Background: an optimization exercise with open tools, aiming at small area and a short achievable clock period. Do not read the settings as production practice. RTL that was checked went through simulation tests only; none was proved equivalent to the original.

==> flow/design.v <==
module Xoroshiro128StarStar (
      output [31:0] io_prngHigh,
      output [31:0] io_prngLow,
      input   io_next,
      input   clk,
      input   reset);
  reg [63:0] a0;
  reg [63:0] a1;
  reg c5;
  reg [63:0] q;
  reg [31:0] rlo;
  reg c9;
  reg [34:0] qh;
  reg [63:0] out;
  wire [63:0] t = a0 ^ a1;
  wire [63:0] a0_ = {a0[39:0], a0[63:40]} ^ t ^ (t << 16);
  wire [63:0] a1_ = {t[26:0], t[63:27]};
  wire [32:0] c5s = {1'b0, a0_[31:0]} + {1'b0, a0_[29:0], 2'b00};
  wire c5_ = c5s[32];
  wire [31:0] m5lo = a0[31:0] + {a0[29:0], 2'b00};
  wire [32:0] m5hs = {a0[63:32], 1'b1} + {a0[61:30], c5};
  wire [31:0] m5hi = m5hs[32:1];
  wire [63:0] m5 = {m5hi, m5lo};
  wire [63:0] q_ = {m5[56:0], m5[63:57]};
  wire [32:0] r9 = {1'b0, q[31:0]} + {1'b0, q[28:0], 3'b000};
  wire [32:0] ohs = {qh[34:3], 1'b1} + {qh[31:0], c9};
  wire [31:0] ohi = ohs[32:1];
  assign io_prngHigh = out[63:32];
  assign io_prngLow = out[31:0];
  always @ (posedge clk or posedge reset) begin
    if (reset) begin
      a0 <= 64'h0021002100000001;
      a1 <= 64'h2020002000000400;
      c5 <= 1'b0;
      q <= 64'h0000000282800280;
      rlo <= 32'h1680;
      c9 <= 1'b0;
      qh <= 35'h0;
      out <= 64'h0000000000000000;
    end else if (io_next) begin
      a0 <= a0_;
      a1 <= a1_;
      c5 <= c5_;
      q <= q_;
      rlo <= r9[31:0];
      c9 <= r9[32];
      qh <= q[63:29];
      out <= {ohi, rlo};
    end
  end
endmodule
==> flow/config.mk <==
export PLATFORM = sky130hd
export DESIGN_NAME = Xoroshiro128StarStar
export DESIGN_NICKNAME = Xoroshiro128StarStar
export VERILOG_FILES = /design/flow/design.v
export SDC_FILE = /design/flow/constraint.sdc
export NUM_CORES = 4
export LEC_CHECK = 0
export CAP_MARGIN = 20
export CORE_MARGIN = 2
export CORE_UTILIZATION = 40
export SETUP_SLACK_MARGIN = 2.9
export SLEW_MARGIN = 20
==> flow/constraint.sdc <==
create_clock -name core_clock -period 5.0 [get_ports {clk}]
set_input_delay 1.0000 -clock core_clock [delete_from_list [all_inputs] [get_ports {clk}]]
set_output_delay 1.0000 -clock core_clock [all_outputs]
set_load 0.01 [all_outputs]
standard.sh (not shown) runs the stock make flow with config.mk's settings and CLKGATE_MAP_FILE= SYNTH_SCRIPT=/design/flow/synth_recipe.tcl, a recipe that flattens the netlist after the stock synthesis.
==> flow/flow/run.sh <==
#!/bin/bash
# Own layout flow: the standard synthesis, then the combinational logic between
# the registers is mapped again by ABC for delay (registers, their names and cells are
# kept as the standard synthesis made them), then the standard ORFS flow from floorplan.
# Each tool's full output goes to a log file in the work folder.
set -euo pipefail
WORK=$(pwd)
FLOWDIR=$WORK/flow
R=$WORK/orfs/results/$FLOW_PLATFORM/Xoroshiro128StarStar/base
PLAT=$FLOW_HOME/platforms/$FLOW_PLATFORM
LIB=$PLAT/lib/sky130_fd_sc_hd__tt_025C_1v80.lib
YOSYS=$(command -v yosys || echo "$FLOW_HOME/../tools/install/yosys/bin/yosys")
D=${ABC_DELAY_PS:-1000}

bash standard.sh synth > "$WORK/log_1_standard_synth.log" 2>&1
cp "$R/1_2_yosys.v" "$WORK/standard_synth.v"

DU=$(sed -n '/DONT_USE_CELLS +=/,/^#/p' "$PLAT/config.mk" | grep -o 'sky130_fd_sc_hd__[a-z0-9_]*' | sed 's/^/-dont_use /' | tr '\n' ' ')
printf 'set_driving_cell sky130_fd_sc_hd__buf_1\nset_load 5\n' > "$WORK/abc.constr"
sed "s/@D@/$D/g" "$FLOWDIR/abc_delay.script" > "$WORK/abc_delay.script"
cat > "$WORK/remap.ys" <<EOY
read_liberty -ignore_miss_func $LIB
delete sky130_fd_sc_hd__dfrtp_* sky130_fd_sc_hd__dfstp_* sky130_fd_sc_hd__conb_1
read_verilog $FLOWDIR/stubs.v
read_verilog $WORK/standard_synth.v
hierarchy -top $FLOW_TOP
flatten
delete t:\\\$scopeinfo
opt_clean
abc -script $WORK/abc_delay.script -liberty $LIB $DU -constr $WORK/abc.constr -D $D
read_liberty -lib -overwrite $LIB
opt_clean -purge
hilomap -singleton -hicell sky130_fd_sc_hd__conb_1 HI -locell sky130_fd_sc_hd__conb_1 LO
splitnets
opt_clean -purge
rename -hide w:*.*
check -assert -mapped
stat -liberty $LIB
write_verilog -noattr -noexpr -nohex -nodec $WORK/remapped.v
EOY
"$YOSYS" -l "$WORK/log_2_remap_yosys.log" "$WORK/remap.ys" > /dev/null
cp "$WORK/remapped.v" "$R/1_2_yosys.v"
rm -f "$R/1_synth.odb" "$R/1_synth.sdc"
bash standard.sh > "$WORK/log_3_standard_flow.log" 2>&1
Other scripts of this flow, unchanged in this note and not shown: flow/flow/abc_delay.script, flow/flow/stubs.v
==> next run, changes <==
==> flow/design.v (replaced) <==
module Xoroshiro128StarStar (
      output [31:0] io_prngHigh,
      output [31:0] io_prngLow,
      input   io_next,
      input   clk,
      input   reset);
  reg [63:0] a0;
  reg [63:0] at;
  reg c5;
  reg [63:0] q;
  reg [31:0] rlo;
  reg c9;
  reg [34:0] qh;
  reg [63:0] out;
  wire [63:0] a0_ = {a0[39:0], a0[63:40]} ^ at ^ (at << 16);
  wire [63:0] at_ = a0_ ^ {at[26:0], at[63:27]};
  wire [32:0] c5s = {1'b0, a0_[31:0]} + {1'b0, a0_[29:0], 2'b00};
  wire c5_ = c5s[32];
  wire [31:0] m5lo = a0[31:0] + {a0[29:0], 2'b00};
  wire [32:0] m5hs = {a0[63:32], 1'b1} + {a0[61:30], c5};
  wire [31:0] m5hi = m5hs[32:1];
  wire [63:0] m5 = {m5hi, m5lo};
  wire [63:0] q_ = {m5[56:0], m5[63:57]};
  wire [32:0] r9 = {1'b0, q[31:0]} + {1'b0, q[28:0], 3'b000};
  wire [32:0] ohs = {qh[34:3], 1'b1} + {qh[31:0], c9};
  wire [31:0] ohi = ohs[32:1];
  assign io_prngHigh = out[63:32];
  assign io_prngLow = out[31:0];
  always @ (posedge clk or posedge reset) begin
    if (reset) begin
      a0 <= 64'h0021002100000001;
      at <= 64'h2001000100000401;
      c5 <= 1'b0;
      q <= 64'h0000000282800280;
      rlo <= 32'h1680;
      c9 <= 1'b0;
      qh <= 35'h0;
      out <= 64'h0000000000000000;
    end else if (io_next) begin
      a0 <= a0_;
      at <= at_;
      c5 <= c5_;
      q <= q_;
      rlo <= r9[31:0];
      c9 <= r9[32];
      qh <= q[63:29];
      out <= {ohi, rlo};
    end
  end
endmodule
Effect: The changed run completed with no timing, DRC or antenna violations. Global-route usage went down by 0.48 points. Wire length went up by 3.9%. Synthesized area went up by about 6%. Setup slack improves by 0.096 ns. Die area went up by 6.0%.
For the second run of this note, only the layout was checked, not whether the RTL still works.

-- what the ideal ports hide --
Ports are ideal in the flow. The routed layouts listed here were re-timed in OpenROAD. Step 1, drivers: a clkbuf_16 drives clk and a buf_2 each remaining input, both assumed. Step 2, shift: input delay + t, output delay - t, t = (earliest + latest rising clock arrival at the registers) / 2. This alone moves slack from input paths to output paths. Slacks: ideal ports / drivers / drivers and shift; pairs: ideal ports / drivers.
| run | t, ns | setup WS [ns] | worst register clock-pin slew, ns |
|---|---|---|---|
| the first run | 0.637 | 2.682 / 2.682 / 2.331 | 0.06 / 0.06 |
| the second run | 0.629 | 2.778 / 2.778 / 2.336 | 0.06 / 0.06 |
After both steps every run listed still meets setup and hold. The setup slack of the second run, which loses most, moves by 0.000 ns with the drivers and by -0.442 ns with both steps.
